What follows belongs to an exercise in optimizing a design on an open flow for small area; a production flow would make more cautious choices. The RTL was checked by simulation tests, not by an equivalence proof against the original design. No driver is modelled on the clock port, so clocking that relies on it looks cheaper here than on a real chip. Power and IR drop assume default switching activity.

==> flow/design.v <==
module fifo_rdec (
    input rst, rd,
    input [3:0] a,
    output [15:0] sel,
    output hold
);
    wire g;
    wire [3:0] an, lo_n, hi_n;
    fifo_nor2b g_g (.a(rst), .b_n(rd), .y(g));
    fifo_nor2  g_h (.a(rd), .b(rst), .y(hold));
    genvar k;
    generate for (k = 0; k < 4; k = k + 1) begin : inv
        fifo_inv g_i (.a(a[k]), .y(an[k]));
    end endgenerate
    generate for (k = 0; k < 4; k = k + 1) begin : pre
        fifo_nand3 g_lo (.a(g), .b(k & 1 ? a[0] : an[0]), .c(k & 2 ? a[1] : an[1]), .y(lo_n[k]));
        fifo_nand2 g_hi (.a(k & 1 ? a[2] : an[2]), .b(k & 2 ? a[3] : an[3]), .y(hi_n[k]));
    end endgenerate
    generate for (k = 0; k < 16; k = k + 1) begin : fin
        fifo_nor2 g_s (.a(lo_n[k % 4]), .b(hi_n[k / 4]), .y(sel[k]));
    end endgenerate
endmodule
module fifo_nor2 (input a, b, output y);
    assign y = ~(a | b);
endmodule
module fifo_aoi222 (input a0, b0, a1, b1, a2, b2, output y);
    assign y = ~((a0 & b0) | (a1 & b1) | (a2 & b2));
endmodule
module fifo_nand6 (input [5:0] y, output x);
    wire c;
    fifo_and4  g_c (.a(y[0]), .b(y[1]), .c(y[2]), .d(y[3]), .y(c));
    fifo_nand3 g_x (.a(c), .b(y[4]), .c(y[5]), .y(x));
endmodule
module fifo_aoi22 (input a0, b0, a1, b1, output y);
    assign y = ~((a0 & b0) | (a1 & b1));
endmodule
module fifo_ctl (
    input rst, wr_en, rd_en,
    input [4:0] p,
    output full, empty, wr, rd,
    output [4:0] pn
);
    wire n4, up, dn, rst_n;
    wire t0, t1_n, t2, t3_n, t4;
    wire x0, x1_n, x2, x3_n;
    wire [4:0] y;
    assign empty = p[4];
    fifo_nand4 g_n4 (.a(p[0]), .b(p[1]), .c(p[2]), .d(p[3]), .y(n4));
    fifo_nor2  g_fl (.a(n4), .b(p[4]), .y(full));
    fifo_nor2b g_wr (.a(full), .b_n(wr_en), .y(wr));
    fifo_nor2b g_rd (.a(p[4]), .b_n(rd_en), .y(rd));
    fifo_nor2b g_up (.a(rd), .b_n(wr), .y(up));
    fifo_nor2b g_dn (.a(wr), .b_n(rd), .y(dn));
    fifo_inv   g_rn (.a(rst), .y(rst_n));
    fifo_or2   g_t0 (.a(up), .b(dn), .y(t0));
    fifo_xor2  g_x0 (.a(p[0]), .b(dn), .y(x0));
    fifo_nand2 g_t1 (.a(t0), .b(x0), .y(t1_n));
    fifo_xnor2 g_x1 (.a(p[1]), .b(dn), .y(x1_n));
    fifo_nor2  g_t2 (.a(t1_n), .b(x1_n), .y(t2));
    fifo_xor2  g_x2 (.a(p[2]), .b(dn), .y(x2));
    fifo_nand2 g_t3 (.a(t2), .b(x2), .y(t3_n));
    fifo_xnor2 g_x3 (.a(p[3]), .b(dn), .y(x3_n));
    fifo_nor2  g_t4 (.a(t3_n), .b(x3_n), .y(t4));
    fifo_xnor2 g_y0 (.a(p[0]), .b(t0),   .y(y[0]));
    fifo_xor2  g_y1 (.a(p[1]), .b(t1_n), .y(y[1]));
    fifo_xnor2 g_y2 (.a(p[2]), .b(t2),   .y(y[2]));
    fifo_xor2  g_y3 (.a(p[3]), .b(t3_n), .y(y[3]));
    fifo_xnor2 g_y4 (.a(p[4]), .b(t4),   .y(y[4]));
    genvar k;
    generate for (k = 0; k < 5; k = k + 1) begin : nx
        fifo_nand2 g_n (.a(rst_n), .b(y[k]), .y(pn[k]));
    end endgenerate
endmodule
module fifo_inv   (input a, output y);             assign y = ~a;                endmodule
module fifo_nand2 (input a, b, output y);          assign y = ~(a & b);          endmodule
module fifo_nand4 (input a, b, c, d, output y);    assign y = ~(a & b & c & d);  endmodule
module fifo_nor2b (input a, b_n, output y);        assign y = ~(a | ~b_n);       endmodule
module fifo_nor3  (input a, b, c, output y);       assign y = ~(a | b | c);      endmodule
module fifo_nor4  (input a, b, c, d, output y);    assign y = ~(a | b | c | d);  endmodule
module fifo_and2  (input a, b, output y);          assign y = a & b;             endmodule
module fifo_and3  (input a, b, c, output y);       assign y = a & b & c;         endmodule
module fifo_or2   (input a, b, output y);          assign y = a | b;             endmodule
module fifo_xnor2 (input a, b, output y);          assign y = ~(a ^ b);          endmodule
module fifo_mux2  (input s, a1, a0, output y);     assign y = s ? a1 : a0;       endmodule
module fifo_ao22  (input a0, b0, a1, b1, output y); assign y = (a0 & b0) | (a1 & b1); endmodule
module fifo_nand3 (input a, b, c, output y);       assign y = ~(a & b & c);      endmodule
module fifo_and4  (input a, b, c, d, output y);    assign y = a & b & c & d;     endmodule
module fifo_xor2  (input a, b, output y);          assign y = a ^ b;             endmodule
module sync_fifo #(parameter width=8, depth=16, addr_size=4)(
    input [width-1:0] data_in,
    input rst, clk, rd_en, wr_en,
    output fifo_full, fifo_empty,
    output [width-1:0] data_out
);
reg [4:0] p;
reg [7:0] ram [0:15];
reg [7:0] dout;
wire wr, rd;
wire [4:0] pn;
fifo_ctl u_ctl (.rst(rst), .wr_en(wr_en), .rd_en(rd_en), .p(p),
    .full(fifo_full), .empty(fifo_empty), .wr(wr), .rd(rd), .pn(pn));
assign data_out = dout;
always @(posedge clk)
    p <= pn;
integer i;
always @(posedge clk) begin
    if (wr) begin
        ram[0] <= data_in;
        for (i = 1; i < 16; i = i + 1)
            ram[i] <= ram[i-1];
    end
end
wire [15:0] sel;
wire hold;
fifo_rdec u_dec (.rst(rst), .rd(rd), .a(p[3:0]), .sel(sel), .hold(hold));
genvar b;
generate for (b = 0; b < 8; b = b + 1) begin : bitslice
    wire [5:0] y;
    fifo_aoi222 u0 (.a0(sel[0]),  .b0(ram[0][b]),  .a1(sel[1]),  .b1(ram[1][b]),  .a2(sel[2]),  .b2(ram[2][b]),  .y(y[0]));
    fifo_aoi222 u1 (.a0(sel[3]),  .b0(ram[3][b]),  .a1(sel[4]),  .b1(ram[4][b]),  .a2(sel[5]),  .b2(ram[5][b]),  .y(y[1]));
    fifo_aoi222 u2 (.a0(sel[6]),  .b0(ram[6][b]),  .a1(sel[7]),  .b1(ram[7][b]),  .a2(sel[8]),  .b2(ram[8][b]),  .y(y[2]));
    fifo_aoi222 u3 (.a0(sel[9]),  .b0(ram[9][b]),  .a1(sel[10]), .b1(ram[10][b]), .a2(sel[11]), .b2(ram[11][b]), .y(y[3]));
    fifo_aoi222 u4 (.a0(sel[12]), .b0(ram[12][b]), .a1(sel[13]), .b1(ram[13][b]), .a2(sel[14]), .b2(ram[14][b]), .y(y[4]));
    fifo_aoi22  u5 (.a0(sel[15]), .b0(ram[15][b]), .a1(hold), .b1(dout[b]), .y(y[5]));
    wire d;
    fifo_nand6  u6 (.y(y), .x(d));
    always @(posedge clk)
        dout[b] <= d;
end endgenerate
endmodule
==> flow/flow/run.sh <==
#!/bin/bash
# Standard ORFS layout, except: clock tree without dummy loads (they only
# balance skew between tree branches), and port buffers of the smallest size.
set -euo pipefail
export CTS_ARGS="-sink_clustering_enable -repair_clock_nets -dont_use_dummy_load -buf_list sky130_fd_sc_hd__clkbuf_4"
export BUFFER_PORTS_ARGS="-buffer_cell sky130_fd_sc_hd__buf_1"
export POST_FLOORPLAN_TCL="$PWD/flow/downsize.tcl"
export POST_CTS_TCL="$PWD/flow/postcts.tcl"
bash standard.sh finish > standard.log 2>&1
==> flow/flow/downsize.tcl <==
# After floorplan: every combinational cell that synthesis sized above drive
# strength 1 goes back to its _1 variant; the placement and routing repairs
# later upsize or buffer whatever then needs it for slew, load or timing.
set n 0
foreach inst [get_cells *] {
  set ref [get_property $inst ref_name]
  if { ![regexp {^(sky130_fd_sc_hd__[a-z0-9]+)_([0-9]+)$} $ref -> base drive] } { continue }
  if { $drive <= 1 } { continue }
  if { [regexp {__(df|dl|sdf|edf|sedf|clk|tap|fill|conb|dly|lpflow|probe)} $base] } { continue }
  if { [get_lib_cells -quiet */${base}_1] eq "" } { continue }
  replace_cell [get_full_name $inst] ${base}_1
  incr n
}
puts "downsize: $n cells set to drive strength 1"
==> flow/flow/postcts.tcl <==
# After CTS: a clkbuf_4 leaf whose sinks see a slow clock edge is swapped for
# a clkbuf_8, then the placement is legalised again.
estimate_parasitics -placement
set n 0
foreach inst [get_cells clkbuf_*] {
  if { [get_property $inst ref_name] ne "sky130_fd_sc_hd__clkbuf_4" } { continue }
  set net [get_nets -of_objects [get_pins [get_full_name $inst]/X]]
  set worst 0
  foreach l [get_pins -of_objects $net -filter "direction==input"] {
    set s [get_property $l slew_max]
    if { $s > $worst } { set worst $s }
  }
  if { $worst > 0.115 } {
    replace_cell $inst sky130_fd_sc_hd__clkbuf_8
    incr n
  }
}
puts "post-cts: upsized $n clock buffers"
if { $n > 0 } {
  detailed_placement
  estimate_parasitics -placement
}
==> flow/standard.sh <==
#!/bin/bash
# synth_recipe.tcl (not shown) runs the flow's synth.tcl, then flattens the netlist and writes it again
# the make line also repeats each setting of config.mk as NAME=value (left out here)
make -C /OpenROAD-flow-scripts/flow DESIGN_CONFIG=/design/flow/config.mk WORK_HOME=/design/flow/orfs CLKGATE_MAP_FILE= SYNTH_SCRIPT=/design/flow/synth_recipe.tcl "${@:-finish}"
==> flow/config.mk <==
export PLATFORM = sky130hd
export DESIGN_NAME = sync_fifo
export DESIGN_NICKNAME = sync_fifo
export VERILOG_FILES = /design/flow/design.v
export SDC_FILE = /design/flow/constraint.sdc
export NUM_CORES = 4
export LEC_CHECK = 0
export CAP_MARGIN = 20
export CORE_MARGIN = 2
export CORE_UTILIZATION = 40
export SLEW_MARGIN = 20
export SYNTH_HIERARCHICAL = 1
==> flow/constraint.sdc <==
create_clock -name core_clock -period 4.0 [get_ports {clk}]
set_input_delay 0.8000 -clock core_clock [delete_from_list [all_inputs] [get_ports {clk}]]
set_output_delay 0.8000 -clock core_clock [all_outputs]
set_load 0.01 [all_outputs]
==> run notes, run 1 <==
Placed design
The final weighted congestion in routability-driven placement is 0.799. The placed instances occupy a cell area of 0.00526 mm2. The count of buffers inserted at the top-level ports is 21. Including well taps, the total number of placed cells is 452. Detailed placement ended at an HPWL of 5690 um.

Synth
The sequential-to-total area share from yosys stat is 0.815. The mapped cell area is 0.00504 mm2. The post-synthesis cell count is approximately 260. The share of the synthesized area in the top cell type is 0.763.

The leading area contributor after synthesis is edfxtp_1. Averaged over all synthesized cells, the footprint is roughly 19 um2. In the post-synthesis netlist, the biggest area contributors are edfxtp_1 (76%), a222oi_1 (7.9%), dfxtp_1 (5.2%).

In this run, synthesis produced a sequential element count of 141. The number of nets in the synthesized netlist is 274. The netlist uses 15 different library cells. The number of synthesis warnings is 9.

Pwr
For this design the static power due to leakage is 0.00173 uW. VDD sags by at most 0.179 mV. For this design the ratio of total power to cell area is 576 mW/mm2. Summing internal, switching and leakage power gives 3110 uW.

Clocking
The clock-pin slew on the worst setup and hold paths is around 110 ps. The insertion delay of the later-clocked pin in the worst-skew pair is approximately 410 ps. The number of sinks on the clock net is 141. The TritonCTS clock tree is done.

Setup path
The capturing element type of the critical path is a flip-flop. The slowest stage of the critical path belongs to the cell dfxtp_1. For the worst flop-to-flop path, the logic depth is 11. The path length in cells of the critical path is 11. The worst endpoint data arrival time is 2750 ps. The largest single stage delay on the critical path is ~470 ps. The critical path startpoint category is a flip-flop. By startpoint and endpoint, the worst setup path is classified as flip-flop to flip-flop. The worst register-to-register path has a setup slack of 1550 ps. The category of cells accounting for the largest share of critical-path delay is simple AND/OR/NAND/NOR gates.

The signal on the critical path passes through nand4_1 -> nor2_1 -> nor2b_4 -> nor2b_1 -> xor2_1 -> nand2_1 -> nor2_1 -> nand2_1 -> nor2_1 -> xnor2_1 -> nand2_1. The critical path contains buffers and inverters numbering 0 combined. The largest fanout on the critical path is 20. STA puts the critical path data required time at around 4300 ps.

GRT
In the global route stage, overall resource usage came out at 0.136. For this run, global-route usage on met2 was measured as 0.191. The number of antenna violations at the first check in global routing came to 0. Entering global routing, the biggest net connects 77 pins.

For met3 alone, demand over resource in global routing was 0.0358. The sum of overflow across all layers after global routing is 0. The global-route track usage on met1 is 0.203.

The via count of the first global-routing pass came to between 2,000 and 3,000. The first global-routing pass estimated 13,600 um of wire. The busiest layer in global routing is met1.

Run status
The flow ran to the end and the layout has no timing, DRC or antenna violations.

Die
From bottom edge to top edge, the die measures 116 um. The effective utilization at floorplan is 0.414. The area of the core is 0.0122 mm2. 22 I/O pins were placed.

The floorplan step defined a die boundary enclosing 0.0135 mm2. Row generation in the floorplan step produced 40 rows. The die width is 116 um.

Timing
The time the final worst path needs with I/O delays and setup is 2450 ps. The maximum achievable frequency is 409 MHz. The final hold violation count was 0. The max-slew violation count was 0. Setup total negative slack on the finished layout was measured at 0 ps. The slew at the pin with the worst max-slew slack is 937 ps.

The ratio of final minimum period to clock period is 0.612. The number of setup violations in the final report is 0. In this run the tightest slew margin relative to its limit is 0.375. Setup repair after global routing left no endpoint under its margin.

For the final database, setup skew stands at 36.3 ps.

Drt
The number of violations reported at the end of detailed-routing iteration 0 is between 400 and 500. The count of nets left with antenna violations once routing finished came out at 0. The via total after detailed routing is 2,619. After detailed routing, the number of vias per cell comes to 5.58. The final wirelength is approximately 8500 um. After detailed routing, the number of remaining DRC violations is 0. After detailed routing, the average wire length per cell comes to 18.2 um.

The number of iterations in the first detailed-routing pass is 8.

Cells and area
In the final layout, the share of cells above drive strength 1 is 0.0664. The total number of nets in the final design is 315. The cell area after layout is approximately 0.0054 mm2.

The repair_antennas step left the layout with diodes totalling 0. After filler insertion, the fill cell instance count of the layout stands at 1,059. Leaving out filler cells and counting taps, the final layout contains 469. The area added between synthesis and finish is 7.28%.

Flow run
The tool flagged a number of max-cap violations equal to 0.

Worst hold path
The class of the tightest hold or removal check is flip-flop to flip-flop. The worst hold path was traced through 0 stages.
==> registers in the layout (all words and copies together) (netlist names) <==
| signal | count |
|---|---|
| dout | 8 |
| ram | 128 |
| p | 5 |
==> modules after synthesis (local to each module, per instance), excerpt <==
| module | cell area [um2] | cells | flops+latches | times used |
|---|---|---|---|---|
| fifo_xor2 | 8.76 | 1 | 0 | 4 |
| fifo_inv | 3.75 | 1 | 0 | 5 |
| fifo_xnor2 | 8.76 | 1 | 0 | 5 |
| fifo_and4 | 8.76 | 1 | 0 | 8 |
| fifo_nor2 | 3.75 | 1 | 0 | 20 |
| fifo_nor2b | 13.8 | 1 | 0 | 5 |
| fifo_nand2 | 3.75 | 1 | 0 | 11 |
| fifo_ctl | 7.51 | 1 | 0 | 1 |
| fifo_aoi222 | 10.0 | 1 | 0 | 40 |
| fifo_aoi22 | 12.5 | 1 | 0 | 8 |
| sync_fifo | 4100 | 141 | 141 | 1 |
==> cell usage in the layout (no fill, tap or decap), drive strengths merged <==
cell | netlist | final
nand4 | 1 | 1
nor2b | 5 | 5
and4 | 8 | 8
buf | 1 | 23
inv | 5 | 5
dfxtp | 13 | 13
clkbuf | 0 | 17
xnor2 | 5 | 5
nand3 | 12 | 12
xor2 | 4 | 4
or2 | 1 | 1
a222oi | 40 | 40
nor2 | 20 | 20
edfxtp | 128 | 128
a22oi | 8 | 8
nand2 | 11 | 11
==> logic make-up after synthesis <==
family | after synthesis | synth area share
flip-flops | 141 | 0.815
buffers and inverters | 6 | 0.00522
AO/OA/AOI/OAI | 48 | 0.0994
XOR/XNOR | 9 | 0.0156
AND/OR/NAND/NOR | 58 | 0.0651
==> power by group <==
| part | switching [uW] | internal [uW] |
|---|---|---|
| registers | 158 | 1980 |
| logic | 241 | 107 |
| clock network | 405 | 219 |
| total | 804 | 2310 |
==> synth_stat cells <==
library cell and instances:
a22oi_2 8, buf_4 1, xor2_1 4, xnor2_1 5
inv_1 5, nand4_1 1, edfxtp_1 128, a222oi_1 40
nand3_1 12, nand2_1 11, nor2b_4 5, and4_1 8
or2_1 1, dfxtp_1 13, nor2_1 20
==> metal layers <==
layer | up-vias | wire length, um
li1 | 1200 | -
met4 | 0 | 80
met3 | 9 | 487
met2 | 84 | 3780
met5 | - | 0
met1 | 1326 | 4190
==> path summary, 6_finish.rpt <==
path	startpoint	to
setup / recovery	p[0]$_DFF_P_	p[4]$_DFF_P_
hold reg to reg	ram[2][0]$_DFFE_PP_	ram[3][0]$_DFFE_PP_
hold / removal	ram[2][0]$_DFFE_PP_	ram[3][0]$_DFFE_PP_
setup reg to reg	p[0]$_DFF_P_	p[4]$_DFF_P_
==> worst register-to-register path: cells and delay by family, from the launching register on <==
family / cells / cell delay, ps
and+or+nand+nor: 9 / 1560
DFF: 1 / 470
xor gates and xnor gates: 2 / 330
==> area by class of cell <==
cell class | instances | area [um2] | share of cell area
Clock buffer | 17 | 140 | 0.0259
Inverter | 5 | 18.8 | 0.00347
Multi-Input combinational cell | 115 | 837 | 0.155
Sequential cell | 141 | 4100 | 0.759
Tap cell | 168 | 210 | 0.0389
Timing Repair Buffer | 23 | 93.8 | 0.0174
==> through the flow <==
step / hold slack (ps) / worst slack [ps] / util
final: 417 / 1550 / 0.444
after global routing: 434 / 1270 / 0.444
after detailed placement: 431 / 1220 / 0.433
after global placement: 430 / 1220 / 0.433
after floorplan: 425 / 10.1 / -
==> inputs of run 2 (changes only) <==
--- a/flow/design.v
+++ b/flow/design.v
@@ -42,3 +42,3 @@
 );
-    wire n4, up, dn, rst_n;
+    wire n4, rst_n;
     wire t0, t1_n, t2, t3_n, t4;
@@ -51,13 +51,11 @@
     fifo_nor2b g_rd (.a(p[4]), .b_n(rd_en), .y(rd));
-    fifo_nor2b g_up (.a(rd), .b_n(wr), .y(up));
-    fifo_nor2b g_dn (.a(wr), .b_n(rd), .y(dn));
     fifo_inv   g_rn (.a(rst), .y(rst_n));
-    fifo_or2   g_t0 (.a(up), .b(dn), .y(t0));
-    fifo_xor2  g_x0 (.a(p[0]), .b(dn), .y(x0));
+    fifo_xor2  g_t0 (.a(wr), .b(rd), .y(t0));
+    fifo_xor2  g_x0 (.a(p[0]), .b(rd), .y(x0));
     fifo_nand2 g_t1 (.a(t0), .b(x0), .y(t1_n));
-    fifo_xnor2 g_x1 (.a(p[1]), .b(dn), .y(x1_n));
+    fifo_xnor2 g_x1 (.a(p[1]), .b(rd), .y(x1_n));
     fifo_nor2  g_t2 (.a(t1_n), .b(x1_n), .y(t2));
-    fifo_xor2  g_x2 (.a(p[2]), .b(dn), .y(x2));
+    fifo_xor2  g_x2 (.a(p[2]), .b(rd), .y(x2));
     fifo_nand2 g_t3 (.a(t2), .b(x2), .y(t3_n));
-    fifo_xnor2 g_x3 (.a(p[3]), .b(dn), .y(x3_n));
+    fifo_xnor2 g_x3 (.a(p[3]), .b(rd), .y(x3_n));
     fifo_nor2  g_t4 (.a(t3_n), .b(x3_n), .y(t4));
==> run notes, run 2 <==
Synth
The number of nets in the synthesized netlist is 272 (was 274). The number of synthesis warnings was 9 (unchanged). The synthesized-area fraction occupied by adder cells is 0 (unchanged). The share of the synthesized area in the top cell type is 0.767 (was 0.763).

The average size of a mapped cell is 19.3 um2 (was 19.2 um2). The number of enable-type register cells in the synthesized netlist is 128 (unchanged). Synth area leaders: edfxtp_1 (77%), a222oi_1 (8.0%), dfxtp_1 (5.2%) (was edfxtp_1 (76%), a222oi_1 (7.9%), dfxtp_1 (5.2%)). Cell types with the highest counts after synthesis: edfxtp_1 (128), a222oi_1 (40), nor2_1 (20) (unchanged). The mapped cell area is 0.00501 mm2 (was 0.00504 mm2).

The post-synthesis simple-gate area fraction is 0.0587 (was 0.0651). The area share of xor/xnor cells in the synthesized design came to 0.0175 (was 0.0156). The number of storage elements in the synthesis netlist is 141 (unchanged). The fraction of the mapped netlist area in compound gates is 0.0999 (was 0.0994).

The sequential-to-total area share from yosys stat is 0.819 (was 0.815). The commonest register cell after synthesis is edfxtp_1 (unchanged). The largest family of logic cells by synthesized area is compound AO/OA/AOI/OAI gates (unchanged). The number of library cell types mapped by synthesis came to 14 (was 15). The post-synthesis cell count was 260 (was 262). The cell with the most instances after synthesis is edfxtp_1 (unchanged).

The share of synthesized area spent on multiplexers is 0 (unchanged). The leading area contributor after synthesis was edfxtp_1 (unchanged). The async set-or-reset flop fraction in the synthesized netlist is 0 (unchanged).

GRT
The sum of overflow across all layers after global routing is 0 (unchanged). The busiest layer in global routing was met1 (unchanged). The number of antenna violations at the first check in global routing is 0 (unchanged).

The global-route track usage on met1 is 0.196 (was 0.203). The via count of the first global-routing pass came to 2,429 (was 2,519). The aggregate global-route resource usage is 0.132 (was 0.136).

The global-route met2 utilization came to 0.172 (was 0.191). The wire length of the first global-routing pass is 12,900 um (was 13,600 um). The largest net degree at the start of global routing is 129 (was 77). The met3 track utilization from global routing is 0.0492 (was 0.0358).

Clocking
The TritonCTS clock tree is done (unchanged). The insertion delay of the later-clocked pin in the worst-skew pair is 400 ps (was 410 ps). The number of sinks on the clock net came to 141 (unchanged). The clock-pin slew on the worst setup and hold paths came to 100 ps (was 110 ps).

Pwr
The static leakage power is 0.00172 uW (was 0.00173 uW). The largest voltage drop on the vdd net is 0.239 mV (was 0.179 mV). The part of the total power dissipated in the clock network is 0.205 (was 0.201).

The reported net switching power came to 764 uW (was 804 uW). The portion of total power attributed to combinational logic is 0.104 (was 0.112). The areal power density over the cells came to 559 mW/mm2 (was 576 mW/mm2). The register share of total power is 0.691 (was 0.688). The switching share of total power is 0.253 (was 0.258). The internal power of the cells is 2250 uW (was 2310 uW).

Timing
The max-slew violation count is 0 (unchanged). The clock skew after layout is 35.7 ps (was 36.3 ps). Setup repair after global routing missed its margin: no (unchanged). The relative slew slack is 0.484 (was 0.375).

The maximum achievable frequency is 372 MHz (was 409 MHz). The ratio of final minimum period to clock period came to 0.673 (was 0.612). The worst hold-check slack is 438 ps (was 417 ps). The sum of negative setup slack is 0 ps (unchanged). The final hold violation count was 0 (unchanged). The number of setup violations in the final report was 0 (unchanged). The time the final worst path needs with I/O delays and setup is 2690 ps (was 2450 ps).

The slew at the pin with the worst max-slew slack is 771 ps (was 937 ps).

Die
The number of primary I/O pins is 22 (unchanged). The area of the die is 0.0134 mm2 (was 0.0135 mm2). The area of the core came to 0.0121 mm2 (was 0.0122 mm2). The die width was 116 um (about the same). The die height is 116 um (about the same). The site row count is 40 (unchanged). The effective utilization at floorplan came to 0.414 (about the same).

Drt
The final wirelength is 8390 um (was 8540 um). The ratio of routed vias to standard cells was 5.38 (was 5.58). The number of violations reported at the end of detailed-routing iteration 0 is 492 (was 423). The detail-routed net length per standard cell is 18.0 um (was 18.2 um). The post-detailed-route DRC marker count is 0 (unchanged).

The post-route antenna net violation count is 0 (unchanged). The via total after detailed routing came to 2,508 (was 2,619). The number of iterations in the first detailed-routing pass is 6 (was 8).

Setup path
The type of the worst setup path is primary input to flip-flop (was flip-flop to flip-flop). The data required time of the worst path is 4340 ps (was 4310 ps). The critical path startpoint category is a primary input (was flip-flop). The capturing element type of the critical path is a flip-flop (unchanged).

The worst endpoint data arrival time came to 3030 ps (was 2750 ps). The largest fanout on the critical path is 8 (was 20).

Run status
Run status: timing/DRC/antenna clean (unchanged).

Cells and area
The leading cell type in the layout, fill and taps excluded is edfxtp_1 (unchanged). Largest regs: ram (128), dout (8), p (5) (unchanged). The number of inserted filler cells in the final layout is 1,088 (was 1,059).

The share of final-layout standard cells stronger than drive strength 1 is 0.0638 (was 0.0664). The flip-flop count of the largest register, all copies and words added is 128 (unchanged). The area added between synthesis and finish is 7.59% (was 7.28%). The number of antenna repair diodes is 0 (unchanged). Most frequent cells in the layout: edfxtp_1 (128), a222oi_1 (40), buf_1 (21), nor2_1 (20), clkbuf_4 (16) (was edfxtp_1 (128), a222oi_1 (40), buf_1 (21), nor2_1 (20), clkbuf_4 (15)).

The total number of nets in the final design came to 312 (was 315). The register with the most flip-flops is ram (unchanged).

Worst hold path
The class of the tightest hold or removal check is flip-flop to flip-flop (unchanged).

Placed design
The final weighted congestion in routability-driven placement is 0.752 (was 0.799). The count of buffers inserted at the top-level ports is 21 (unchanged). The placed wire-length estimate came to 5280 um (was 5690 um).

Flow run
The count of maximum capacitance violations is 0 (unchanged).
run 2: cell types whose count changed after synthesis:
cell | previous run | this run
nor2b_4 | 5 | 3
xor2_1 | 4 | 5
or2_1 | 1 | 0
run 2: layer usage:
metal	vias up	part of all wire
met2	101	0.43
met1	1212	0.49
met3	5	0.075
met4	0	0.0070
met5	-	0
li1	1190	-
run 2: power groups by stage:
stage / registers (uW) / logic (uW) / clock network (uW)
after floorplan: 2090 / 241 / 0
after global placement: 2100 / 304 / 0
after detailed placement: 2120 / 315 / 0
after global routing: 2110 / 351 / 699
final: 2080 / 313 / 619
run 2: cell type report:
cell class / instances / area, um2 / share of cell area
Timing Repair Buffer: 22 / 98.8 / 0.0183
Clock buffer: 17 / 134 / 0.0248
Tap cell: 168 / 210 / 0.0390
Inverter: 5 / 18.8 / 0.00348
Multi-Input combinational cell: 113 / 827 / 0.153
Sequential cell: 141 / 4100 / 0.761
run 2: path summary, 6_finish.rpt:
kind | start | to | slack, ps | cells past startpoint
hold reg to reg | ram[1][4]$_DFFE_PP_ | ram[2][4]$_DFFE_PP_ | 440 | 0
setup / recovery | rd_en | dout[5]$_DFF_P_ | 1310 | 8
hold / removal | ram[1][4]$_DFFE_PP_ | ram[2][4]$_DFFE_PP_ | 440 | 0
setup reg to reg | p[4]$_DFF_P_ | dout[5]$_DFF_P_ | 1460 | 7
run 2: worst max-delay path, stage by stage:
cell      delay, ps
buf_1            60
nor2b_1         490
nor2b_1         350
nand3_1         200
nor2_1          550
a222oi_1        250
and4_1          250
nand3_1          80
run 2: cells by family (layout without fill, tap and decap cells):
kind of cell / count (synthesis) / after routing
xor gates and xnor gates: 10 / 10
AOI/OAI and AO/OA: 48 / 48
and+or+nand+nor: 55 / 55
DFF: 141 / 141
buffers and inverters: 6 / 44
run 2: through the flow:
stage	power (uW)	cells	instance area (um2)	setup WS (ps)	utilization
5_1_grt	3160	466	5390	1120	0.445
3_3_place_gp	2400	449	5260	979	0.434
6_report	3010	466	5390	1310	0.445
2_1_floorplan	2330	260	5010	267	-
3_5_place_dp	2430	449	5260	890	0.434
run 2: per-module statistics from Yosys, one instance, submodules excluded, a selection:
| module | times used | cell area (um2) | flops+latches | cells inside |
|---|---|---|---|---|
| fifo_nand2 | 11 | 3.75 | 0 | 1 |
| fifo_xor2 | 5 | 8.76 | 0 | 1 |
| fifo_xnor2 | 5 | 8.76 | 0 | 1 |
| sync_fifo | 1 | 4100 | 141 | 141 |
| fifo_aoi22 | 8 | 12.5 | 0 | 1 |
| fifo_and4 | 8 | 8.76 | 0 | 1 |
| fifo_ctl | 1 | 7.51 | 0 | 1 |
| fifo_aoi222 | 40 | 10.0 | 0 | 1 |
==> inputs of run 3 (changes only) <==
--- a/flow/flow/run.sh
+++ b/flow/flow/run.sh
@@ -7,2 +7,3 @@
 export POST_FLOORPLAN_TCL="$PWD/flow/downsize.tcl"
+export POST_RESIZE_TCL="$PWD/flow/shrink.tcl"
 export POST_CTS_TCL="$PWD/flow/postcts.tcl"
==> flow/flow/shrink.tcl (new file) <==
# After the placement repairs: each buffer or gate the repairs sized above
# drive strength 1 is set to the smallest size of its kind whose net still
# sees slews under 0.9 ns (the library limit is 1.5 ns). Clock buffers,
# registers and port buffers are left alone.
estimate_parasitics -placement
proc net_worst_slew { inst } {
  set worst 0
  foreach p [get_pins -of_objects $inst -filter "direction==output"] {
    set net [get_nets -quiet -of_objects $p]
    if { $net eq "" } { continue }
    foreach l [get_pins -of_objects $net] {
      set s [get_property $l slew_max]
      if { $s > $worst } { set worst $s }
    }
  }
  return $worst
}
set n 0
foreach inst [get_cells *] {
  set name [get_full_name $inst]
  if { [string match clk* $name] } { continue }
  set ref [get_property $inst ref_name]
  if { ![regexp {^(sky130_fd_sc_hd__[a-z0-9]+)_([0-9]+)$} $ref -> base drive] } { continue }
  if { $drive <= 1 } { continue }
  if { [regexp {__(df|dl|sdf|edf|sedf|clk|tap|fill|conb|dly|lpflow|probe)} $base] } { continue }
  foreach d {1 2 3 4 6 8 12 16} {
    if { $d >= $drive } { break }
    if { [get_lib_cells -quiet */${base}_$d] eq "" } { continue }
    replace_cell $name ${base}_$d
    if { [net_worst_slew $inst] <= 0.9 } {
      puts "shrink: $name $ref -> ${base}_$d"
      incr n
      break
    }
    replace_cell $name $ref
  }
}
puts "shrink: $n cells made smaller"
==> run notes, run 3 <==
Run status
Run status: timing/DRC/antenna clean (unchanged).

Timing
The slew at the pin with the worst max-slew slack came to 924 ps (was 771 ps). The maximum achievable frequency came to 373 MHz (was 372 MHz). The sum of negative setup slack was 0 ps (unchanged). The clock skew after layout is 24.6 ps (was 35.7 ps).

The ratio of final minimum period to clock period is 0.670 (was 0.673). The max-slew violation count was 0 (unchanged). The relative slew slack is 0.384 (was 0.484). The final hold violation count was 0 (unchanged). The worst hold-check slack was 439 ps (was 438 ps). Setup repair after global routing missed its margin: no (unchanged). The number of setup violations in the final report came to 0 (unchanged).

The time the final worst path needs with I/O delays and setup is 2680 ps (was 2690 ps).

Setup path
The largest stage delay on the critical path is 520 ps (was 550 ps). The capturing element type of the critical path is a flip-flop (unchanged). The category of cells accounting for the largest share of critical-path delay is simple AND/OR/NAND/NOR gates (unchanged). The largest fanout on the critical path was 8 (unchanged). The type of the worst setup path is primary input to flip-flop (unchanged). Worst path cell trace: buf_1 -> nor2b_1 -> nor2b_1 -> nand3_1 -> nor2_1 -> a222oi_1 -> and4_1 -> nand3_1 (unchanged).

The library cell contributing the largest single delay on the critical path was nor2_1 (unchanged). The critical path startpoint category was a primary input (unchanged). The data required time of the worst path is 4320 ps (was 4340 ps). The worst path buffer plus inverter count was 1 (unchanged).

The number of cells on the worst reg-to-reg path is 7 (unchanged). The worst endpoint data arrival time is 3000 ps (was 3030 ps). The path length in cells of the critical path is 8 (unchanged).

Worst hold path
The class of the tightest hold or removal check is flip-flop to flip-flop (unchanged). The number of instances on the worst hold path is 0 (unchanged).

Cells and area
The total number of nets in the final design was 312 (unchanged). Most frequent cells in the layout: edfxtp_1 (128), a222oi_1 (40), buf_1 (21), nor2_1 (20), clkbuf_4 (14) (was edfxtp_1 (128), a222oi_1 (40), buf_1 (21), nor2_1 (20), clkbuf_4 (16)). The cell area after layout is 0.00539 mm2 (unchanged). The multi-input combinational cell area is 820 um2 (was 827 um2). The area added between synthesis and finish came to 7.59% (unchanged). The register with the most flip-flops is ram (unchanged). The flip-flop count of the largest register, all copies and words added is 128 (unchanged).

The flip-flop and latch area is 0.00410 mm2 (unchanged). The share of final-layout standard cells stronger than drive strength 1 is 0.0604 (was 0.0638). Largest regs: ram (128), dout (8), p (5) (unchanged). The number of antenna repair diodes is 0 (unchanged). The number of inserted filler cells in the final layout is 1,092 (was 1,088). The leading cell type in the layout, fill and taps excluded is edfxtp_1 (unchanged).

Synth
The number of library cell types mapped by synthesis was 14 (unchanged). The number of synthesis warnings is 9 (unchanged). The cell with the most instances after synthesis is edfxtp_1 (unchanged). The post-synthesis cell count came to 260 (unchanged). The number of enable-type register cells in the synthesized netlist came to 128 (unchanged). Synth area leaders: edfxtp_1 (77%), a222oi_1 (8.0%), dfxtp_1 (5.2%) (unchanged). Cell types with the highest counts after synthesis: edfxtp_1 (128), a222oi_1 (40), nor2_1 (20) (unchanged). The sequential-to-total area share from yosys stat was 0.819 (unchanged).

The leading area contributor after synthesis is edfxtp_1 (unchanged). The share of the synthesized area in the top cell type is 0.767 (unchanged). The number of storage elements in the synthesis netlist is 141 (unchanged). The async set-or-reset flop fraction in the synthesized netlist is 0 (unchanged). The number of nets in the synthesized netlist is 272 (unchanged).

The average size of a mapped cell is 19.3 um2 (unchanged). The mapped cell area is 0.00501 mm2 (unchanged). The commonest register cell after synthesis is edfxtp_1 (unchanged).

Flow run
The count of maximum capacitance violations is 0 (unchanged).

Die
The site row count was 40 (unchanged). The die height is 116 um (unchanged). The number of primary I/O pins is 22 (unchanged).

The effective utilization at floorplan is 0.414 (unchanged). The area of the die was 0.0134 mm2 (unchanged). The die width is 116 um (unchanged).

The area of the core is 0.0121 mm2 (unchanged).

GRT
The largest net degree at the start of global routing is 129 (unchanged). The via count of the first global-routing pass is 2,516 (was 2,429). The global-route met2 utilization is 0.182 (was 0.172). The global-route track usage on met1 is 0.192 (was 0.196). The busiest layer in global routing is met1 (unchanged). The sum of overflow across all layers after global routing was 0 (unchanged). The number of antenna violations at the first check in global routing was 0 (unchanged).

The wire length of the first global-routing pass was 13,100 um (was 12,900 um). The aggregate global-route resource usage is 0.134 (was 0.132). The met3 track utilization from global routing is 0.0544 (was 0.0492).

Clocking
The insertion delay of the later-clocked pin in the worst-skew pair is 400 ps (about the same). The clock-pin slew on the worst setup and hold paths is 100 ps (about the same). The number of sinks on the clock net came to 141 (unchanged). The TritonCTS clock tree is done (unchanged).

Drt
The ratio of routed vias to standard cells is 5.48 (was 5.38). The final wirelength is 8350 um (was 8390 um). The detail-routed net length per standard cell is 17.9 um (was 18.0 um). The post-route antenna net violation count came to 0 (unchanged). The via total after detailed routing is 2,556 (was 2,508).

The number of iterations in the first detailed-routing pass is 5 (was 6). The post-detailed-route DRC marker count is 0 (unchanged). The number of violations reported at the end of detailed-routing iteration 0 is 437 (was 492).

Pwr
The areal power density over the cells is 561 mW/mm2 (was 559 mW/mm2). The static leakage power is 0.00172 uW (about the same). The largest voltage drop on the vdd net came to 0.295 mV (was 0.239 mV).

Placed design
The placed wire-length estimate came to 5290 um (was 5280 um). The post-placement cell area is 0.00525 mm2 (was 0.00526 mm2). The count of buffers inserted at the top-level ports was 21 (unchanged). The final weighted congestion in routability-driven placement is 0.752 (unchanged).
==> run 3: cell counts after synthesis <==
No cell type changed its count.
==> run 3: worst paths after layout <==
| kind | slack [ps] | endpoint | from |
|---|---|---|---|
| worst max-delay path | 1320 | dout[4]$_DFF_P_ | rd_en |
| worst min-delay path | 440 | ram[2][5]$_DFFE_PP_ | ram[1][5]$_DFFE_PP_ |
| worst max register to register | 1420 | dout[4]$_DFF_P_ | p[4]$_DFF_P_ |
| worst min register to register | 440 | ram[2][5]$_DFFE_PP_ | ram[1][5]$_DFFE_PP_ |
==> run 3: routing by layer <==
layer	routed length, um	share of wire	vias to the layer above
li1	-	-	1188
met1	3990	0.48	1258
met2	3580	0.43	98
met3	667	0.080	12
met4	107	0.013	0
met5	0	0	-
==> run 3: report_power, final <==
group	switching (uW)	internal [uW]	leakage, uW
registers	142	1940	0.00135
logic	209	95.3	0.000282
clock network	407	230	0.0000860
==> run 3: per-module statistics from Yosys, one instance, submodules excluded, excerpt <==
module	copies in the design	area, um2
sync_fifo	1	4100
fifo_nand3	12	5.00
fifo_xor2	5	8.76
fifo_nand4	1	6.26
fifo_inv	5	3.75
fifo_nor2	20	3.75
fifo_xnor2	5	8.76
fifo_and4	8	8.76
fifo_ctl	1	7.51
fifo_aoi222	40	10.0
fifo_nand2	11	3.75
==> run 3: cell type report <==
type / count / share of cell area
Sequential cell: 141 / 0.761
Multi-Input combinational cell: 113 / 0.152
Tap cell: 168 / 0.0390
Clock buffer: 17 / 0.0271
Timing Repair Buffer: 22 / 0.0174
Inverter: 5 / 0.00348
==> run 3: cells by family (layout without fill, tap and decap cells) <==
family	count (synthesis)	count (layout)	share of synthesized area
buf+inv	6	44	0.00524
simple gates	55	55	0.0587
compound gates	48	48	0.0999
xor+xnor	10	10	0.0175
flops	141	141	0.819
==> run 3: stage by stage <==
step	util	power [uW]	instances	setup slack, ps
finish	0.445	3030	466	1320
global route	0.445	3190	466	1050
detailed placement	0.433	2430	449	888
floorplan	-	2330	260	267
global placement	0.434	2400	449	979
==> inputs of run 4 (changes only) <==
--- a/flow/flow/postcts.tcl
+++ b/flow/flow/postcts.tcl
@@ -12,3 +12,3 @@
   }
-  if { $worst > 0.115 } {
+  if { $worst > 0.118 } {
     replace_cell $inst sky130_fd_sc_hd__clkbuf_8
==> run notes, run 4 <==
Setup path
The capturing element type of the critical path was a flip-flop (unchanged). The critical path startpoint category is a primary input (unchanged). The worst endpoint data arrival time came to 3000 ps (about the same).

The type of the worst setup path is primary input to flip-flop (unchanged). The data required time of the worst path is 4320 ps (about the same). The register-to-register setup slack is 1420 ps (about the same). The largest fanout on the critical path came to 8 (unchanged).

Timing
The final hold violation count is 0 (unchanged). The sum of negative setup slack is 0 ps (unchanged). The slew at the pin with the worst max-slew slack was 924 ps (unchanged).

The number of setup violations in the final report is 0 (unchanged). The maximum achievable frequency is 373 MHz (unchanged). The ratio of final minimum period to clock period is 0.670 (unchanged).

The max-slew violation count is 0 (unchanged). The clock skew after layout is 24.6 ps (unchanged). Setup repair after global routing missed its margin: no (unchanged). The relative slew slack came to 0.384 (unchanged). The time the final worst path needs with I/O delays and setup is 2680 ps (unchanged).

Pwr
The reported net switching power is 758 uW (unchanged). The static leakage power is 0.00172 uW (unchanged). The largest voltage drop on the vdd net came to 0.295 mV (unchanged).

The part of the total power dissipated in the clock network is 0.210 (about the same). The switching share of total power is 0.250 (unchanged). The total power draw is 3030 uW (unchanged). The portion of total power attributed to combinational logic is 0.101 (about the same). The register share of total power was 0.689 (about the same).

The areal power density over the cells was 561 mW/mm2 (unchanged). The internal power of the cells is 2270 uW (unchanged).

GRT
The via count of the first global-routing pass is 2,516 (unchanged). The aggregate global-route resource usage was 0.134 (unchanged). The largest net degree at the start of global routing was 129 (unchanged). The number of antenna violations at the first check in global routing is 0 (unchanged).

The sum of overflow across all layers after global routing was 0 (unchanged). The wire length of the first global-routing pass came to 13,100 um (unchanged).

Die
The die width is 116 um (unchanged). The number of primary I/O pins is 22 (unchanged). The effective utilization at floorplan came to 0.414 (unchanged). The site row count was 40 (unchanged).

The area of the core came to 0.0121 mm2 (unchanged). The die height is 116 um (unchanged). The area of the die is 0.0134 mm2 (unchanged).

Cells and area
The flip-flop count of the largest register, all copies and words added is 128 (unchanged). The share of final-layout standard cells stronger than drive strength 1 is 0.0604 (unchanged). Largest regs: ram (128), dout (8), p (5) (unchanged). The register with the most flip-flops is ram (unchanged). The number of antenna repair diodes is 0 (unchanged). Most frequent cells in the layout: edfxtp_1 (128), a222oi_1 (40), buf_1 (21), nor2_1 (20), clkbuf_4 (14) (unchanged). The total number of nets in the final design is 312 (unchanged). The area added between synthesis and finish is 7.59% (unchanged).

The leading cell type in the layout, fill and taps excluded was edfxtp_1 (unchanged).

Synth
Cell types with the highest counts after synthesis: edfxtp_1 (128), a222oi_1 (40), nor2_1 (20) (unchanged). The share of the synthesized area in the top cell type is 0.767 (unchanged). The number of synthesis warnings came to 9 (unchanged). The number of nets in the synthesized netlist came to 272 (unchanged).

The number of library cell types mapped by synthesis is 14 (unchanged). The leading area contributor after synthesis is edfxtp_1 (unchanged). The number of enable-type register cells in the synthesized netlist is 128 (unchanged). The post-synthesis cell count is 260 (unchanged). The cell with the most instances after synthesis is edfxtp_1 (unchanged).

Synth area leaders: edfxtp_1 (77%), a222oi_1 (8.0%), dfxtp_1 (5.2%) (unchanged). The sequential-to-total area share from yosys stat is 0.819 (unchanged). The commonest register cell after synthesis is edfxtp_1 (unchanged).

The average size of a mapped cell came to 19.3 um2 (unchanged). The mapped cell area is 0.00501 mm2 (unchanged). The number of storage elements in the synthesis netlist is 141 (unchanged).

The async set-or-reset flop fraction in the synthesized netlist is 0 (unchanged).

Drt
The post-route antenna net violation count is 0 (unchanged). The ratio of routed vias to standard cells was 5.48 (unchanged). The number of iterations in the first detailed-routing pass was 5 (unchanged). The detail-routed net length per standard cell is 17.9 um (unchanged).

The number of violations reported at the end of detailed-routing iteration 0 is 437 (unchanged). The via total after detailed routing was 2,556 (unchanged). The post-detailed-route DRC marker count is 0 (unchanged). The final wirelength is 8350 um (unchanged).

Placed design
The final weighted congestion in routability-driven placement is 0.752 (unchanged). The count of buffers inserted at the top-level ports is 21 (unchanged). The placed wire-length estimate is 5290 um (unchanged).

Clocking
The TritonCTS clock tree is done (unchanged). The clock-pin slew on the worst setup and hold paths is 100 ps (about the same). The number of sinks on the clock net is 141 (unchanged). The insertion delay of the later-clocked pin in the worst-skew pair is 400 ps (about the same).

Run status
Run status: timing/DRC/antenna clean (unchanged).

Worst hold path
The class of the tightest hold or removal check was flip-flop to flip-flop (unchanged).

Flow run
The count of maximum capacitance violations is 0 (unchanged).
## run 4: cell counts in the layout (fill, tap and decap cells not counted)
No cell type changed its count.
## run 4: cell families after synthesis
logic type,after synthesis,share of synthesized area
compound gates,48,0.0999
flops,141,0.819
xor+xnor,10,0.0175
buf+inv,6,0.00524
simple gates,55,0.0587
## run 4: metal layers
metal | track usage | share of wire | up-vias
li1 | - | - | 1188
met1 | 0.192 | 0.48 | 1258
met2 | 0.182 | 0.43 | 98
met3 | 0.0544 | 0.080 | 12
met4 | 0.0524 | 0.013 | 0
met5 | 0 | 0 | -
## run 4: metrics by stage
step / area [um2] / utilization / hold WS, ps / instances / worst slack [ps]
floorplan: 5010 / - / 425 / 260 / 267
global placement: 5260 / 0.434 / 428 / 449 / 979
detailed placement: 5250 / 0.433 / 435 / 449 / 888
global route: 5390 / 0.445 / 455 / 466 / 1050
finish: 5390 / 0.445 / 439 / 466 / 1320
## run 4: area by class of cell
| class | count | area [um2] |
|---|---|---|
| clock buffers | 17 | 146 |
| inverters | 5 | 18.8 |
| well taps | 168 | 210 |
| flip-flops and latches | 141 | 4100 |
| multi-input cells | 113 | 820 |
| repair buffers | 22 | 93.8 |
| fillers | 1092 | 6720 |
## run 4: worst max-delay path, stage by stage
cell,delay [ps]
buf_1,60
nor2b_1,490
nor2b_1,340
nand3_1,200
nor2_1,520
a222oi_1,280
and4_1,240
nand3_1,80
## run 4: power groups by stage
| stage | clock, uW | combinational (uW) | sequential, uW |
|---|---|---|---|
| final | 637 | 305 | 2090 |
| after global routing | 723 | 344 | 2120 |
| after global placement | 0 | 304 | 2100 |
| after floorplan | 0 | 241 | 2090 |
| after detailed placement | 0 | 307 | 2120 |
## run 4: Yosys stat by module, one instance, submodules excluded, a selection
module / times used / area, um2
fifo_nor2: 20 / 3.75
fifo_xnor2: 5 / 8.76
fifo_nand2: 11 / 3.75
sync_fifo: 1 / 4100
fifo_and4: 8 / 8.76
fifo_inv: 5 / 3.75
fifo_nand3: 12 / 5.00
fifo_ctl: 1 / 7.51
fifo_aoi222: 40 / 10.0
fifo_nand4: 1 / 6.26
fifo_nor2b: 3 / 13.8
## run 4: final timing paths
path / start / to / cells past startpoint
worst max-delay path: rd_en / dout[4]$_DFF_P_ / 8
worst min-delay path: ram[1][5]$_DFFE_PP_ / ram[2][5]$_DFFE_PP_ / 0
worst max register to register: p[4]$_DFF_P_ / dout[4]$_DFF_P_ / 7
worst min register to register: ram[1][5]$_DFFE_PP_ / ram[2][5]$_DFFE_PP_ / 0
==> inputs of run 5 (changes only) <==
==> flow/flow/postcts.tcl (replaced) <==
estimate_parasitics -placement
set n 0
foreach inst [get_cells clkbuf_*] {
  if { [get_property $inst ref_name] ne "sky130_fd_sc_hd__clkbuf_4" } { continue }
  set name [get_full_name $inst]
  set net [get_nets -of_objects [get_pins $name/X]]
  set leaf 1
  set worst 0
  foreach l [get_pins -of_objects $net -filter "direction==input"] {
    if { [string match "sky130_fd_sc_hd__clkbuf*" [get_property [get_cells -of_objects $l] ref_name]] } { set leaf 0 }
    set s [get_property $l slew_max]
    if { $s > $worst } { set worst $s }
  }
  if { $leaf && $worst > 0.118 } {
    replace_cell $name sky130_fd_sc_hd__clkbuf_8
    incr n
  }
}
puts "post-cts: upsized $n clock buffers"
if { $n > 0 } {
  detailed_placement
  estimate_parasitics -placement
}
==> run notes, run 5 <==
Synth
The leading area contributor after synthesis is edfxtp_1 (unchanged). The mapped cell area came to 0.00501 mm2 (unchanged). The number of enable-type register cells in the synthesized netlist was 128 (unchanged).

The average size of a mapped cell is 19.3 um2 (unchanged). The cell with the most instances after synthesis is edfxtp_1 (unchanged). The commonest register cell after synthesis is edfxtp_1 (unchanged).

The sequential-to-total area share from yosys stat is 0.819 (unchanged). The post-synthesis cell count is 260 (unchanged). The number of storage elements in the synthesis netlist is 141 (unchanged). The number of nets in the synthesized netlist is 272 (unchanged). The number of library cell types mapped by synthesis is 14 (unchanged). Cell types with the highest counts after synthesis: edfxtp_1 (128), a222oi_1 (40), nor2_1 (20) (unchanged). Synth area leaders: edfxtp_1 (77%), a222oi_1 (8.0%), dfxtp_1 (5.2%) (unchanged). The share of the synthesized area in the top cell type is 0.767 (unchanged).

The number of synthesis warnings came to 9 (unchanged). The async set-or-reset flop fraction in the synthesized netlist is 0 (unchanged).

Timing
The maximum achievable frequency was 383 MHz (was 373 MHz). The slew at the pin with the worst max-slew slack is 931 ps (was 924 ps). The max-slew violation count is 0 (unchanged). Setup repair after global routing missed its margin: no (unchanged).

The relative slew slack is 0.379 (was 0.384). The clock skew after layout is 27.5 ps (was 24.6 ps). The ratio of final minimum period to clock period was 0.653 (was 0.670). The worst hold-check slack is 440 ps (was 439 ps). The minimum setup slack in the final design is 1390 ps (was 1320 ps). The number of setup violations in the final report came to 0 (unchanged). The final hold violation count is 0 (unchanged). The time the final worst path needs with I/O delays and setup is 2610 ps (was 2680 ps).

The sum of negative setup slack is 0 ps (unchanged).

GRT
The largest net degree at the start of global routing was 129 (unchanged). The wire length of the first global-routing pass is 13,100 um (about the same). The aggregate global-route resource usage was 0.133 (was 0.134). The sum of overflow across all layers after global routing came to 0 (unchanged). The via count of the first global-routing pass is 2,501 (was 2,516). The number of antenna violations at the first check in global routing is 0 (unchanged).

Setup path
The data required time of the worst path is 4420 ps (was 4320 ps). The type of the worst setup path is primary input to flip-flop (unchanged). The capturing element type of the critical path is a flip-flop (unchanged).

The worst endpoint data arrival time is 3030 ps (was 3000 ps). The largest fanout on the critical path is 8 (unchanged). The critical path startpoint category is a primary input (unchanged).

Clocking
The number of sinks on the clock net is 141 (unchanged). The clock-pin slew on the worst setup and hold paths is 100 ps (about the same). The TritonCTS clock tree is done (unchanged). The insertion delay of the later-clocked pin in the worst-skew pair is 500 ps (was 400 ps).

Cells and area
The leading cell type in the layout, fill and taps excluded was edfxtp_1 (unchanged). The flip-flop count of the largest register, all copies and words added came to 128 (unchanged). The number of antenna repair diodes is 0 (unchanged).

Largest regs: ram (128), dout (8), p (5) (unchanged). The register with the most flip-flops is ram (unchanged). The share of final-layout standard cells stronger than drive strength 1 is 0.0604 (unchanged). Most frequent cells in the layout: edfxtp_1 (128), a222oi_1 (40), buf_1 (21), nor2_1 (20), clkbuf_4 (15) (was edfxtp_1 (128), a222oi_1 (40), buf_1 (21), nor2_1 (20), clkbuf_4 (14)). The number of standard cells in the layout, taps in and fillers out was 466 (unchanged). The area added between synthesis and finish was 7.46% (was 7.59%).

The total number of nets in the final design came to 312 (unchanged).

Pwr
The static leakage power is 0.00172 uW (about the same). The largest voltage drop on the vdd net is 0.294 mV (was 0.295 mV). The areal power density over the cells is 559 mW/mm2 (was 561 mW/mm2).

The total power draw came to 3010 uW (was 3030 uW).

Drt
The number of violations reported at the end of detailed-routing iteration 0 is 448 (was 437). The number of iterations in the first detailed-routing pass came to 9 (was 5). The post-detailed-route DRC marker count is 0 (unchanged). The post-route antenna net violation count is 0 (unchanged).

The detail-routed net length per standard cell is 17.7 um (was 17.9 um). The final wirelength is 8240 um (was 8350 um). The via total after detailed routing is 2,528 (was 2,556). The ratio of routed vias to standard cells was 5.42 (was 5.48).

Die
The area of the core came to 0.0121 mm2 (unchanged). The site row count came to 40 (unchanged). The area of the die was 0.0134 mm2 (unchanged). The die width is 116 um (unchanged). The effective utilization at floorplan is 0.414 (unchanged). The die height is 116 um (unchanged). The number of primary I/O pins came to 22 (unchanged).

Placed design
The post-placement setup slack came to 888 ps (unchanged). The count of buffers inserted at the top-level ports is 21 (unchanged). The final weighted congestion in routability-driven placement was 0.752 (unchanged). The cell count after placement is 449 (unchanged). The placed wire-length estimate is 5290 um (unchanged).

Run status
Run status: timing/DRC/antenna clean (unchanged).

Worst hold path
The class of the tightest hold or removal check is flip-flop to flip-flop (unchanged).

Flow run
The count of maximum capacitance violations was 0 (unchanged).
## run 5: cell types whose count changed in the layout (fill, tap and decap cells not counted)
cell / delta
clkbuf_4: +1
clkbuf_8: -1
## run 5: final timing paths
| check | cells past startpoint | end | slack [ps] | startpoint |
|---|---|---|---|---|
| worst max register to register | 7 | dout[4]$_DFF_P_ | 1400 | p[4]$_DFF_P_ |
| worst min-delay path | 0 | ram[2][5]$_DFFE_PP_ | 440 | ram[1][5]$_DFFE_PP_ |
| worst max-delay path | 8 | dout[4]$_DFF_P_ | 1390 | rd_en |
| worst min register to register | 0 | ram[2][5]$_DFFE_PP_ | 440 | ram[1][5]$_DFFE_PP_ |
## run 5: cell families (layout without fill, tap and decap cells)
family          after synthesis  in the layout  share of synthesized area
flops                       141            141                      0.819
buf+inv                       6             44                    0.00524
compound gates               48             48                     0.0999
xor+xnor                     10             10                     0.0175
simple gates                 55             55                     0.0587
## run 5: per-layer routing
metal  global-route usage  part of all wire  vias to the layer above
li1                     -                 -                     1187
met1                0.192              0.48                     1243
met2                0.181              0.44                       96
met3               0.0575             0.076                        2
met4               0.0476            0.0042                        0
met5                    0                 0                        -
## run 5: report_power, final
| part | internal [uW] | total [uW] | switching, uW |
|---|---|---|---|
| Clock | 216 | 623 | 408 |
| Combinational | 95.4 | 303 | 207 |
| Sequential | 1940 | 2080 | 141 |
| Total | 2250 | 3010 | 756 |
## run 5: per-module statistics from Yosys, one instance, submodules excluded, excerpt
| module | cells inside | flip-flops and latches | cell area, um2 |
|---|---|---|---|
| sync_fifo | 141 | 141 | 4100 |
| fifo_nor2b | 1 | 0 | 13.8 |
| fifo_aoi22 | 1 | 0 | 12.5 |
| fifo_xor2 | 1 | 0 | 8.76 |
| fifo_xnor2 | 1 | 0 | 8.76 |
| fifo_and4 | 1 | 0 | 8.76 |
| fifo_ctl | 1 | 0 | 7.51 |
| fifo_nand4 | 1 | 0 | 6.26 |
| fifo_nand3 | 1 | 0 | 5.00 |
| fifo_nor2 | 1 | 0 | 3.75 |
| fifo_nand2 | 1 | 0 | 3.75 |
## run 5: area by class of cell
cell class,count,area [um2]
Inverter,5,18.8
Tap cell,168,210
Sequential cell,141,4100
Fill cell,1092,6730
Clock buffer,17,140
Timing Repair Buffer,22,93.8
Multi-Input combinational cell,113,820
## run 5: stage by stage
| stage | utilization | instance area [um2] |
|---|---|---|
| finish | 0.445 | 5390 |
| global route | 0.445 | 5390 |
| detailed placement | 0.433 | 5250 |
| global placement | 0.434 | 5260 |
| floorplan | - | 5010 |
## run 5: critical path, stage by stage
cell,delay (ps)
buf_1,60
nor2b_1,490
nor2b_1,360
nand3_1,200
nor2_1,520
a222oi_1,280
and4_1,250
nand3_1,80
==> inputs of run 6 (changes only) <==
==> flow/flow/run.sh (replaced) <==
#!/bin/bash
# The standard ORFS layout (the standard.sh, standard synthesis), with:
#  - port buffers of the smallest size (buf_1);
#  - a clock tree of clkbuf_4 without dummy loads (they only balance skew
#    between tree branches), where flow/postcts.tcl swaps a leaf for a clkbuf_8
#    if its register clock pins see a slow edge;
#  - flow/downsize.tcl after floorplan: gates synthesis sized above drive
#    strength 1 go back to size 1 before placement and its repairs;
#  - flow/shrink.tcl after the placement repairs: gates and buffers those
#    repairs sized up go to the smallest size that keeps slews low.
# Each tool's full output is in orfs/logs/; make's output is in standard.log.
set -euo pipefail
export CTS_ARGS="-sink_clustering_enable -repair_clock_nets -dont_use_dummy_load -distance_between_buffers 200 -branching_point_buffers_distance 200 -buf_list sky130_fd_sc_hd__clkbuf_4"
export BUFFER_PORTS_ARGS="-buffer_cell sky130_fd_sc_hd__buf_1"
export POST_FLOORPLAN_TCL="$PWD/flow/downsize.tcl"
export POST_RESIZE_TCL="$PWD/flow/shrink.tcl"
export POST_CTS_TCL="$PWD/flow/postcts.tcl"
bash standard.sh finish > standard.log 2>&1
==> run notes, run 6 <==
Setup path
The type of the worst setup path is flip-flop to flip-flop (was primary input to flip-flop). The origin of the worst setup path is p[4]$_DFF_P_ (was rd_en). Worst path cell trace: nor2b_1 -> nor2b_1 -> nand3_1 -> nor2_1 -> a222oi_1 -> and4_1 -> nand3_1 (was buf_1 -> nor2b_1 -> nor2b_1 -> nand3_1 -> nor2_1 -> a222oi_1 -> and4_1 -> nand3_1). The worst endpoint data arrival time is 3040 ps (was 3030 ps). The data required time of the worst path is 4440 ps (was 4420 ps). The largest stage delay on the critical path is 520 ps (about the same). The critical path startpoint category is a flip-flop (was primary input).

The launch instance of the worst register-to-register path is p[4]$_DFF_P_ (unchanged). The largest fanout on the critical path is 8 (unchanged). The library cell contributing the largest single delay on the critical path is nor2_1 (unchanged). The number of cells on the worst reg-to-reg path is 7 (unchanged). The capturing element type of the critical path was a flip-flop (unchanged).

Synth
The post-synthesis simple-gate area fraction was 0.0587 (unchanged). The post-synthesis cell count is 260 (unchanged). The average size of a mapped cell was 19.3 um2 (unchanged).

The number of storage elements in the synthesis netlist is 141 (unchanged). Cell types with the highest counts after synthesis: edfxtp_1 (128), a222oi_1 (40), nor2_1 (20) (unchanged). The fraction of the mapped netlist area in compound gates is 0.0999 (unchanged). The number of synthesis warnings is 9 (unchanged). The number of enable-type register cells in the synthesized netlist was 128 (unchanged). The largest family of logic cells by synthesized area is compound AO/OA/AOI/OAI gates (unchanged). The synthesized-area fraction occupied by adder cells came to 0 (unchanged).

The share of synthesized area spent on multiplexers was 0 (unchanged). The share of the synthesized area in the top cell type came to 0.767 (unchanged). The async set-or-reset flop fraction in the synthesized netlist is 0 (unchanged). The area share of xor/xnor cells in the synthesized design is 0.0175 (unchanged).

The leading area contributor after synthesis is edfxtp_1 (unchanged). The sequential-to-total area share from yosys stat was 0.819 (unchanged). Synth area leaders: edfxtp_1 (77%), a222oi_1 (8.0%), dfxtp_1 (5.2%) (unchanged). The number of library cell types mapped by synthesis is 14 (unchanged). The commonest register cell after synthesis is edfxtp_1 (unchanged).

The mapped cell area is 0.00501 mm2 (unchanged). The cell with the most instances after synthesis is edfxtp_1 (unchanged). The number of nets in the synthesized netlist came to 272 (unchanged).

Drt
The via total after detailed routing is 2,545 (was 2,528). The ratio of routed vias to standard cells is 5.46 (was 5.42). The highest layer used for signal routing is met4 (unchanged).

The length of routed met2 wiring is 3660 um (was 3630 um). The final wirelength is 8310 um (was 8240 um). The post-detailed-route DRC marker count is 0 (unchanged).

The number of iterations in the first detailed-routing pass is 5 (was 9). The routed length on met3 is 540 um (was 628 um). The number of violations reported at the end of detailed-routing iteration 0 is 478 (was 448).

The routed length on met1 came to 4060 um (was 3940 um). The detail-routed net length per standard cell is 17.8 um (was 17.7 um). The post-route antenna net violation count is 0 (unchanged).

Flow run
The count of maximum capacitance violations is 0 (unchanged).

Timing
Setup repair after global routing missed its margin: no (unchanged). The time the final worst path needs with I/O delays and setup is 2600 ps (was 2610 ps). The clock skew after layout is 27.1 ps (was 27.5 ps). The number of setup violations in the final report was 0 (unchanged). The final hold violation count came to 0 (unchanged). The maximum achievable frequency is 385 MHz (was 383 MHz).

The ratio of final minimum period to clock period is 0.650 (was 0.653). The sum of negative setup slack was 0 ps (unchanged). The slew at the pin with the worst max-slew slack was 943 ps (was 931 ps).

The relative slew slack is 0.371 (was 0.379). The max-slew violation count was 0 (unchanged).

GRT
The number of antenna violations at the first check in global routing is 0 (unchanged). The sum of overflow across all layers after global routing is 0 (unchanged). The aggregate global-route resource usage is 0.134 (was 0.133).

The largest net degree at the start of global routing is 129 (unchanged). The via count of the first global-routing pass was 2,486 (was 2,501). The wire length of the first global-routing pass was 13,000 um (was 13,100 um).

Placed design
The final weighted congestion in routability-driven placement is 0.752 (unchanged). The placed wire-length estimate is 5290 um (unchanged). The count of buffers inserted at the top-level ports is 21 (unchanged).

Pwr
The largest voltage drop on the vdd net was 0.193 mV (was 0.294 mV). The register share of total power is 0.691 (was 0.692). The part of the total power dissipated in the clock network is 0.208 (was 0.207). The portion of total power attributed to combinational logic was 0.101 (about the same). The switching share of total power was 0.252 (was 0.251). The areal power density over the cells is 560 mW/mm2 (was 559 mW/mm2). The internal power of the cells is 2250 uW (about the same).

The reported net switching power came to 761 uW (was 756 uW). The static leakage power is 0.00172 uW (unchanged).

Cells and area
The share of final-layout standard cells stronger than drive strength 1 is 0.0604 (unchanged). Most frequent cells in the layout: edfxtp_1 (128), a222oi_1 (40), buf_1 (21), nor2_1 (20), clkbuf_4 (15) (unchanged). The leading cell type in the layout, fill and taps excluded is edfxtp_1 (unchanged).

The number of inserted filler cells in the final layout is 1,087 (was 1,092). The area added between synthesis and finish is 7.46% (unchanged). The flip-flop count of the largest register, all copies and words added is 128 (unchanged). The total number of nets in the final design is 312 (unchanged). The utilization of the core after routing is 0.445 (unchanged). The number of antenna repair diodes is 0 (unchanged). Largest regs: ram (128), dout (8), p (5) (unchanged). The register with the most flip-flops is ram (unchanged).

Worst hold path
The class of the tightest hold or removal check is flip-flop to flip-flop (unchanged). The number of instances on the worst hold path is 0 (unchanged). The worst hold path startpoint is ram[1][5]$_DFFE_PP_ (unchanged).

Die
The area of the core is 0.0121 mm2 (unchanged). The number of primary I/O pins is 22 (unchanged). The die height is 116 um (unchanged). The die width is 116 um (unchanged). The area of the die is 0.0134 mm2 (unchanged). The effective utilization at floorplan is 0.414 (unchanged). The site row count is 40 (unchanged).

Clocking
The clock-pin slew on the worst setup and hold paths is 100 ps (about the same). The number of sinks on the clock net is 141 (unchanged). The insertion delay of the later-clocked pin in the worst-skew pair came to 530 ps (was 500 ps). The TritonCTS clock tree is done (unchanged).

Run status
Run status: timing/DRC/antenna clean (unchanged).
[run 6: cell counts in the layout (fill, tap and decap cells not counted)]
Identical to the previous run, type by type.
[run 6: final timing paths]
check                                            to  slack [ps]
worst min register to register  ram[2][5]$_DFFE_PP_         440
worst min-delay path            ram[2][5]$_DFFE_PP_         440
worst max register to register      dout[5]$_DFF_P_        1400
worst max-delay path                dout[5]$_DFF_P_        1400
[run 6: final cells by class]
cell class / instances / area (um2) / area share
Inverter: 5 / 18.8 / 0.00348
Sequential cell: 141 / 4100 / 0.762
Clock buffer: 17 / 140 / 0.0260
Multi-Input combinational cell: 113 / 820 / 0.152
Tap cell: 168 / 210 / 0.0390
Timing Repair Buffer: 22 / 93.8 / 0.0174
[run 6: cell families (layout without fill, tap and decap cells)]
| kind of cell | count (synthesis) | in the layout |
|---|---|---|
| flops | 141 | 141 |
| simple gates | 55 | 55 |
| compound gates | 48 | 48 |
| xor+xnor | 10 | 10 |
| buf+inv | 6 | 44 |
[run 6: metrics by stage]
step	cells	instance area, um2	power [uW]	worst slack [ps]	hold slack (ps)
6_report	466	5390	3020	1400	436
5_1_grt	466	5390	3180	1100	396
3_5_place_dp	449	5250	2430	888	435
3_3_place_gp	449	5260	2400	979	428
2_1_floorplan	260	5010	2330	267	425
[run 6: modules after synthesis (local to each module, per instance), excerpt]
module	flip-flops and latches	area, um2	cells	copies in the design
fifo_aoi222	0	10.0	1	40
fifo_inv	0	3.75	1	5
fifo_nand2	0	3.75	1	11
fifo_nand4	0	6.26	1	1
fifo_nor2b	0	13.8	1	3
fifo_xnor2	0	8.76	1	5
fifo_xor2	0	8.76	1	5
sync_fifo	141	4100	141	1
[run 6: critical path: cells and delay by family (launching register included)]
family | cells | cell delay, ps
AO/OA/AOI/OAI | 1 | 290
flip-flops | 1 | 350
AND/OR/NAND/NOR | 6 | 1870
[run 6: power by group through the flow]
stage / clock [uW] / sequential (uW) / combinational [uW]
3_3_place_gp: 0 / 2100 / 304
6_report: 628 / 2080 / 304
2_1_floorplan: 0 / 2090 / 241
3_5_place_dp: 0 / 2120 / 307
5_1_grt: 713 / 2120 / 343
[run 6: layer usage]
metal  global-route usage  vias to the layer above
li1                     -                     1186
met1                0.193                     1269
met2                0.177                       86
met3               0.0497                        4
met4               0.0714                        0
met5                    0                        -

==> separate check: timing with driven ports <==
How much do the figures lean on ideal ports? The routed layouts below were timed once more, with nothing changed but the port constraints. Step 1 sets driving cells, clkbuf_16 on the clock port and buf_2 on the other inputs (assumed; they add their load-dependent delay and slew). Step 2, shift: input delay + t, output delay - t, t = (earliest + latest rising clock arrival at the registers) / 2. This alone moves slack from input paths to output paths. a / b / c = ideal ports / drivers / drivers and shift; a / b = the first two.
| run | shift t [ns] | setup WS [ns] | clock arrival spread, ns | slew at the worst register clock pin (ns) |
|---|---|---|---|---|
| run 1 | 0.420 | 1.553 / 1.553 / 1.208 | 0.036 / 0.036 | 0.11 / 0.11 |
| run 2 | 0.419 | 1.309 / 1.320 / 0.901 | 0.036 / 0.036 | 0.11 / 0.11 |
| run 3 | 0.421 | 1.321 / 1.330 / 0.908 | 0.025 / 0.025 | 0.10 / 0.10 |
| run 4 | 0.421 | 1.321 / 1.330 / 0.908 | 0.025 / 0.025 | 0.10 / 0.10 |
| run 5 | 0.517 | 1.389 / 1.397 / 0.880 | 0.029 / 0.028 | 0.10 / 0.10 |
| run 6 | 0.541 | 1.401 / 1.401 / 0.886 | 0.028 / 0.028 | 0.10 / 0.10 |
After both steps setup and hold are still met in every run listed. For run 6, which loses most, drivers alone change the setup slack by 0.000 ns; drivers and shift together by -0.515 ns.
